Source: an optimization exercise on an open RTL-to-GDS flow (aim: small area). Production flows keep margins and buffers that such runs may drop.
Function was checked by simulation only, so behaviour that the tests miss may differ from the original.
No driver is modelled on the clock port, so clocking that relies on it looks cheaper here than on a real chip.
Power and IR drop assume default switching activity.

## run 1
==> flow/design.v <==
`timescale 1ns / 1ps
module Top_Module(clk,reset,op_WriteBack,imem_addr,imem_rdata,
                  dmem_addr,dmem_wdata,dmem_we,dmem_rdata,wb_we,wb_rd);
    input clk;
    input reset;
    output [31:0] op_WriteBack;
    output [31:0] imem_addr;
    input  [31:0] imem_rdata;
    output [9:0]  dmem_addr;
    output [31:0] dmem_wdata;
    output [3:0]  dmem_we;
    input  [31:0] dmem_rdata;
    output        wb_we;
    output [4:0]  wb_rd;
    reg [31:0] pc;           
    reg [31:0] if_ins;       
    reg [31:0] if_pc;        
    reg [31:0] rs1_q;        
    reg        ph_n, ph_p;   
    reg [31:0] e_d1;         
    reg [31:0] e_s2;         
    reg [31:7] e_ins;        
    reg        e_rw, e_mr, e_mw;             
    reg        e_jmp, e_ld;                  
    reg        e_src, e_immS, e_immJ;        
    reg        e_isig;                       
    reg        e_rri, e_subR;                
    reg [31:0] m_alu, m_d2, m_d1, m_pc;
    reg [4:0]  m_rd;
    reg [2:0]  m_f3;
    reg        m_rw, m_mw, m_ld, m_jmp, m_isig;
    reg [31:0] w_val;
    reg [4:0]  w_rd;
    reg        w_rw;
    wire [31:0] wdat = w_val & {32{~reset}};
    wire [31:0] rv [0:31];
    assign rv[0] = 32'd0;
    genvar gi;
    generate
        for (gi = 1; gi < 32; gi = gi + 1) begin : g_rf
            reg [31:0] r;
            always @(posedge clk)
                if (reset | (w_rw & (w_rd == gi)))
                    r <= wdat;
            assign rv[gi] = r;
        end
    endgenerate
    always @(negedge clk) ph_n <= ~reset & ~ph_n;
    always @(posedge clk) ph_p <= ph_n;
    wire first_half = ph_n ^ ph_p;
    wire [4:0] rs1 = if_ins[19:15];
    wire [4:0] rs2 = if_ins[24:20];
    reg  [31:1] rterm [0:31];    
    reg  [31:0] rsum;
    integer j, b;
    always @(*) begin
        for (b = 0; b < 32; b = b + 1) begin
            for (j = 1; j < 32; j = j + 1)
                rterm[b][j] = rv[j][b] & (first_half ? (rs1 == j) : (rs2 == j));
            rsum[b] = |rterm[b];
        end
    end
    wire hit = w_rw & (first_half ? (w_rd == rs1) : (w_rd == rs2));
    wire [31:0] rport = hit ? w_val : rsum;
    always @(posedge clk) rs1_q <= rport;
    wire        hit0  = w_rw & (w_rd == 5'd0) & (rs2 == 5'd0);
    wire [31:0] rs2_v = rsum | (w_val & {32{hit0}});
    wire [6:0] op = if_ins[6:0];
    wire [2:0] f3 = if_ins[14:12];
    wire isR    = (op == 7'b0110011);
    wire isI    = (op == 7'b0010011);
    wire isL    = (op == 7'b0000011);
    wire isJAL  = (op == 7'b1101111);
    wire isJALR = (op == 7'b1100111);
    wire isS    = (op == 7'b0100011);
    wire isB    = (op == 7'b1100011);
    wire isU    = (op == 7'b0110111) | (op == 7'b0010111);
    wire isJ    = isJAL | isJALR;
    wire c_rw   = isR | isI | isL | isJ;
    wire c_src  = isI | isL | isJ | isS;
    wire c_isig = isI | isL | isJALR | isS | isB | isU;
    wire [31:0] immB = {{20{if_ins[31]}}, if_ins[7], if_ins[30:25], if_ins[11:8], 1'b0};
    wire [31:0] immJ = {{12{if_ins[31]}}, if_ins[19:12], if_ins[20], if_ins[30:21], 1'b0};
    wire [31:0] immI = {{21{if_ins[31]}}, if_ins[30:20]};
    wire [31:0] imm_t = isB ? immB : (isJAL ? immJ : immI);
    wire [4:0] rs1E = e_ins[19:15];
    wire [4:0] rs2E = e_ins[24:20];
    wire mM  = m_rw & (m_rd != 5'd0);
    wire mW  = w_rw & (w_rd != 5'd0);
    wire fA_M = mM & (m_rd == rs1E);
    wire fA_W = mW & (w_rd == rs1E);
    wire mM2  = mM & (m_rd == rs2E);
    wire fB_M = mM2 & ~m_isig;
    wire fB_W = mW & ~mM2 & (w_rd == rs2E);
    wire [31:0] ba = fA_M ? m_d1 : rs1_q;
    wire [31:0] bb = (~fA_M & mM2) ? m_d2 : rs2_v;
    wire b_eq  = (ba == bb);
    wire b_ltu = (ba < bb);
    wire b_lt  = (ba[31] ^ bb[31]) ? ba[31] : b_ltu;
    reg  b_cond;
    always @(*) begin
        case (f3)
            3'd0: b_cond = b_eq;
            3'd1: b_cond = ~b_eq;
            3'd4: b_cond = b_lt;
            3'd5: b_cond = ~b_lt;
            3'd6: b_cond = b_ltu;
            3'd7: b_cond = ~b_ltu;
            default: b_cond = 1'b0;
        endcase
    end
    wire hz  = e_mr & ((e_ins[11:7] == rs1) | (e_ins[11:7] == rs2));
    wire sel = ~hz & ((isB & b_cond) | isJ);
    wire [31:0] target;
    add_bk u_target(.a(if_pc), .b(imm_t), .s(target));
    assign imem_addr = sel ? target : pc;
    wire [31:2] pc_inc;
    inc30 u_inc(.a(imem_addr[31:2]), .s(pc_inc));
    always @(negedge clk) begin
        if (reset) pc <= 32'd0;
        else if (hz) pc <= if_pc;
        else pc <= {pc_inc, imem_addr[1:0]};
        if_ins[31:1] <= imem_rdata[31:1];
        if_ins[0]    <= imem_rdata[0] & ~reset;
        if_pc        <= pc;
    end
    always @(negedge clk) begin
        e_rw  <= c_rw & ~hz & ~reset;
        e_mr  <= isL  & ~hz & ~reset;
        e_mw  <= isS  & ~hz & ~reset;
        e_d1  <= rs1_q;
        e_s2  <= c_src ? if_pc : rs2_v;
        e_ins <= if_ins[31:7];
        e_jmp <= isJ;
        e_ld  <= isL;
        e_src <= c_src;
        e_immS <= isS;
        e_immJ <= isJAL;
        e_isig <= c_isig;
        e_rri  <= isR | isI;
        e_subR <= isR & if_ins[30];
    end
    wire [2:0] ef3 = e_ins[14:12];
    wire [31:0] immE;
    assign immE[31:12] = e_immJ ? {{12{e_ins[31]}}, e_ins[19:12]} : {20{e_ins[31]}};
    assign immE[11]    = e_immJ ? e_ins[20] : e_ins[31];
    assign immE[10:5]  = e_ins[30:25];
    assign immE[4:1]   = e_immS ? e_ins[11:8] : e_ins[24:21];
    assign immE[0]     = e_immS ? e_ins[7] : (e_immJ ? 1'b0 : e_ins[20]);
    wire [31:0] A = fA_M ? m_alu : (fA_W ? w_val : e_d1);
    wire [31:0] B = fB_M ? m_alu : (fB_W ? w_val : (e_src ? immE : e_s2));
    wire sub = e_rri & (((ef3 == 3'd0) & e_subR) | (ef3 == 3'd2) | (ef3 == 3'd3));
    wire [31:0] Bx = B ^ {32{sub}};
    wire [31:0] p  = A ^ Bx;
    wire [31:0] g  = A & Bx;
    wire [32:0] c;
    assign c[0] = sub;
    genvar ci;
    generate
        for (ci = 0; ci < 32; ci = ci + 1) begin : g_carry
            assign c[ci+1] = g[ci] | (p[ci] & c[ci]);
        end
    endgenerate
    wire [31:0] sum = p ^ c[31:0];
    wire slt  = sum[31];
    wire sltu = ~c[32];
    wire shl = (ef3 == 3'd1);
    reg  [31:0] A_rev, sh_rev;
    wire [31:0] sh_in = shl ? A_rev : A;
    wire [31:0] sh_out = sh_in >> B[4:0];
    integer k;
    always @(*) begin
        for (k = 0; k < 32; k = k + 1) begin
            A_rev[k]  = A[31-k];
            sh_rev[k] = sh_out[31-k];
        end
    end
    reg [31:0] alu;
    always @(*) begin
        if (e_rri) begin
            case (ef3)
                3'd0: alu = sum;
                3'd1: alu = sh_rev;
                3'd2: alu = {31'd0, slt};
                3'd3: alu = {31'd0, sltu};
                3'd4: alu = p;
                3'd5: alu = sh_out;
                3'd6: alu = p | g;
                default: alu = g;
            endcase
        end else begin
            alu = ((ef3 == 3'd3) | (ef3 == 3'd6) | (ef3 == 3'd7)) ? 32'd0 : sum;
        end
    end
    always @(negedge clk) begin
        m_rw  <= e_rw & ~reset;
        m_mw  <= e_mw & ~reset;
        m_alu <= alu;
        m_d2  <= B;
        m_d1  <= e_d1;
        m_pc  <= e_s2;
        m_rd  <= e_ins[11:7];
        m_f3  <= ef3;
        m_ld  <= e_ld;
        m_jmp <= e_jmp;
        m_isig <= e_isig;
    end
    assign dmem_addr  = m_alu[9:0];
    assign dmem_wdata = m_d2;
    assign dmem_we = ~m_mw ? 4'b0000 :
                     (m_f3 == 3'd0) ? 4'b0001 :
                     (m_f3 == 3'd1) ? 4'b0011 :
                     (m_f3 == 3'd2) ? 4'b1111 : 4'b0000;
    reg [31:0] ld;
    always @(*) begin
        case (m_f3)
            3'd0: ld = {{24{dmem_rdata[7]}}, dmem_rdata[7:0]};
            3'd1: ld = {{16{dmem_rdata[15]}}, dmem_rdata[15:0]};
            3'd2: ld = dmem_rdata;
            3'd4: ld = {24'd0, dmem_rdata[7:0]};
            3'd5: ld = {16'd0, dmem_rdata[15:0]};
            default: ld = 32'd0;
        endcase
    end
    always @(negedge clk) begin
        w_rw  <= m_rw & ~reset;
        w_rd  <= m_rd;
        w_val <= m_jmp ? m_pc : (m_ld ? ld : m_alu);
    end
    assign op_WriteBack = w_val;
    assign wb_we = w_rw;
    assign wb_rd = w_rd;
endmodule
module inc30(a, s);
    input  [29:0] a;
    output [29:0] s;
    wire [30:0] c;
    assign c[0] = 1'b1;
    genvar i;
    generate
        for (i = 0; i < 30; i = i + 1) begin : g
            assign s[i]   = a[i] ^ c[i];
            assign c[i+1] = a[i] & c[i];
        end
    endgenerate
endmodule
module add_bk(a, b, s);
    input  [31:0] a, b;
    output [31:0] s;
    wire [31:0] p0 = a ^ b;
    wire [31:0] g0 = a & b;
    reg  [31:0] G, P;       
    integer i, d;
    always @(*) begin
        G = g0;
        P = p0;
        for (d = 1; d < 32; d = d * 2)
            for (i = 2*d-1; i < 32; i = i + 2*d) begin
                G[i] = G[i] | (P[i] & G[i-d]);
                P[i] = P[i] & P[i-d];
            end
        for (d = 8; d >= 1; d = d / 2)
            for (i = 3*d-1; i < 32; i = i + 2*d) begin
                G[i] = G[i] | (P[i] & G[i-d]);
                P[i] = P[i] & P[i-d];
            end
    end
    assign s = p0 ^ {G[30:0], 1'b0};
endmodule
export LEC_CHECK = 0
export CAP_MARGIN = 20
export CORE_MARGIN = 2
export CORE_UTILIZATION = 60
export CTS_BUF_LIST = sky130_fd_sc_hd__clkbuf_8
export CTS_CLUSTER_DIAMETER = 50
export CTS_CLUSTER_SIZE = 15
export SETUP_SLACK_MARGIN = 0.1
export SLEW_MARGIN = 20
create_clock -name core_clock -period 30.0 [get_ports {clk}]
standard.sh (not shown) runs the stock make flow with config.mk's settings and CLKGATE_MAP_FILE= SYNTH_SCRIPT=/design/flow/synth_recipe.tcl, a recipe that flattens the netlist after the stock synthesis.
==> flow/flow/run.sh <==
#!/bin/bash
set -euo pipefail
here=$(pwd)
{
  echo "# synth_recipe.tcl, with Yosys's abc given flow/abc_area.script"
  echo "proc abc {args} {"
  echo "  set i [lsearch -exact \$args -script]"
  echo "  if {\$i >= 0} { lset args [expr {\$i + 1}] {$here/flow/abc_area.script} }"
  echo "  yosys abc {*}\$args"
  echo "}"
  cat synth_recipe.tcl
} > area_synth.tcl
cts_args="-sink_clustering_enable -repair_clock_nets"
cts_args="$cts_args -sink_clustering_size 15 -sink_clustering_max_diameter 50"
cts_args="$cts_args -buf_list sky130_fd_sc_hd__clkbuf_8 -dont_use_dummy_load"
bash standard.sh \
  "SYNTH_SCRIPT=$here/area_synth.tcl" \
  "BUFFER_PORTS_ARGS=-buffer_cell sky130_fd_sc_hd__buf_1" \
  "PRE_CTS_TCL=$here/flow/keep_clock_inverter.tcl" \
  "CTS_ARGS=$cts_args" \
  finish > standard_flow.log 2>&1
==> flow/flow/abc_area.script <==
&get -n
&st
&dch -f
&nf -a -R 1000
&put
==> flow/flow/keep_clock_inverter.tcl <==
# Sourced by ORFS's cts.tcl as PRE_CTS_TCL, before it calls
# repair_clock_inverters. That step would copy the single clock inverter
# (which feeds the falling-edge registers) next to every one of those
# registers. Instead the inverter is kept, and clock_tree_synthesis builds a
# buffer tree for its output net as it does for clk.
proc repair_clock_inverters {args} {
  puts "repair_clock_inverters: skipped; the clock inverter's net gets its own tree"
}
Changes in run 2 relative to run 1:
Settings: CAP_MARGIN now 0, was 20; SLEW_MARGIN now 0, was 20; CORE_UTILIZATION now 70, was 60.
[summary]
Re clock latency of the later-clocked register in the worst-skew pair: run 1 and run 2 aren't equal, and the higher value belongs to run 2.
Multiplexer area fraction after synthesis: run 1 vs run 2 identical
Run 2 -> run 1: total power consumption of the routed design flat
From run 1 to run 2 the numbers moved as follows: floorplan die area went down by 13000 µm²; worst-case setup margin in the final layout went up by 0.053 ns; number of combinational gates with multiple inputs was more or less identical.
Run 2 and run 1 ended up with roughly the same number of hold violations in the final report.
Highest-delay cell along the critical path: sky130_fd_sc_hd__mux2i_2 -> run 1, sky130_fd_sc_hd__a211oi_1 -> run 2
### run 2 -> run 3
Settings: changing CAP_MARGIN from 0 to 20; changing CORE_UTILIZATION from 70 to 60; changing SLEW_MARGIN from 0 to 20.
==> flow/flow/run.sh <==
#!/bin/bash
# Layout flow: the standard ORFS flow (standard.sh) with three changes.
#  - Synthesis is the standard synthesis script (synth_recipe.tcl), run
#    as is, except that Yosys's abc step maps the logic with an area-oriented
#    ABC script (flow/abc_area.script: &dch -f then &nf -a) instead of ORFS's
#    delay-oriented abc_speed.script. abc only maps combinational logic, so
#    the registers (names, count, cell types) are those of the standard
#    synthesis.
#  - The port buffers are the smallest buffer cell (sky130_fd_sc_hd__buf_1)
#    instead of the cell buffer_ports picks itself.
#  - CTS keeps the one clock inverter of the falling-edge registers and
#    builds a clock tree for its output (flow/keep_clock_inverter.tcl),
#    instead of copying the inverter once per register.
# The full make output, which holds every tool's output, goes to
# standard_flow.log in the folder this runs in; ORFS's per-step logs are
# under orfs/logs/.
set -euo pipefail
here=$(pwd)
{
  echo "# synth_recipe.tcl, with Yosys's abc given flow/abc_area.script"
  echo "proc abc {args} {"
  echo "  set i [lsearch -exact \$args -script]"
  echo "  if {\$i >= 0} { lset args [expr {\$i + 1}] {$here/flow/abc_area.script} }"
  echo "  yosys abc {*}\$args"
  echo "}"
  cat synth_recipe.tcl
} > area_synth.tcl
bash standard.sh \
  "SYNTH_SCRIPT=$here/area_synth.tcl" \
  "BUFFER_PORTS_ARGS=-buffer_cell sky130_fd_sc_hd__buf_1" \
  "PRE_CTS_TCL=$here/flow/keep_clock_inverter.tcl" \
  finish > standard_flow.log 2>&1
--- outcome ---
Run 3 leaves less setup margin than run 2. Run 3 ended up with a higher count of clock-buffer cells in the layout than run 2 did. Of run 3 and run 2, it is run 3 that has the higher worst hold slack. Run 3: total routing usage reported by global routing 5.2 points below run 2.
What run 4 does differently from run 3 at the input level:
Settings: CORE_UTILIZATION changed from 60 to 65.
==> flow/flow/run.sh <==
#!/bin/bash
set -euo pipefail
here=$(pwd)
{
  echo "# synth_recipe.tcl, with Yosys's abc given flow/abc_area.script"
  echo "proc abc {args} {"
  echo "  set i [lsearch -exact \$args -script]"
  echo "  if {\$i >= 0} { lset args [expr {\$i + 1}] {$here/flow/abc_area.script} }"
  echo "  yosys abc {*}\$args"
  echo "}"
  cat synth_recipe.tcl
} > area_synth.tcl
cts_args="-sink_clustering_enable -repair_clock_nets"
cts_args="$cts_args -sink_clustering_size 15 -sink_clustering_max_diameter 50"
cts_args="$cts_args -buf_list sky130_fd_sc_hd__clkbuf_8 -dont_use_dummy_load"
bash standard.sh \
  "SYNTH_SCRIPT=$here/area_synth.tcl" \
  "BUFFER_PORTS_ARGS=-buffer_cell sky130_fd_sc_hd__buf_1" \
  "PRE_CTS_TCL=$here/flow/keep_clock_inverter.tcl" \
  "CTS_ARGS=$cts_args" \
  finish > standard_flow.log 2>&1
Of run 4 and run 3, the lower routed length on met1 belongs to run 4. The critical path depth in cells reported for run 4 is smaller than that of run 3 by 5. Between run 4 and run 3, global-route usage is higher for run 4, run 3 comes in under that.
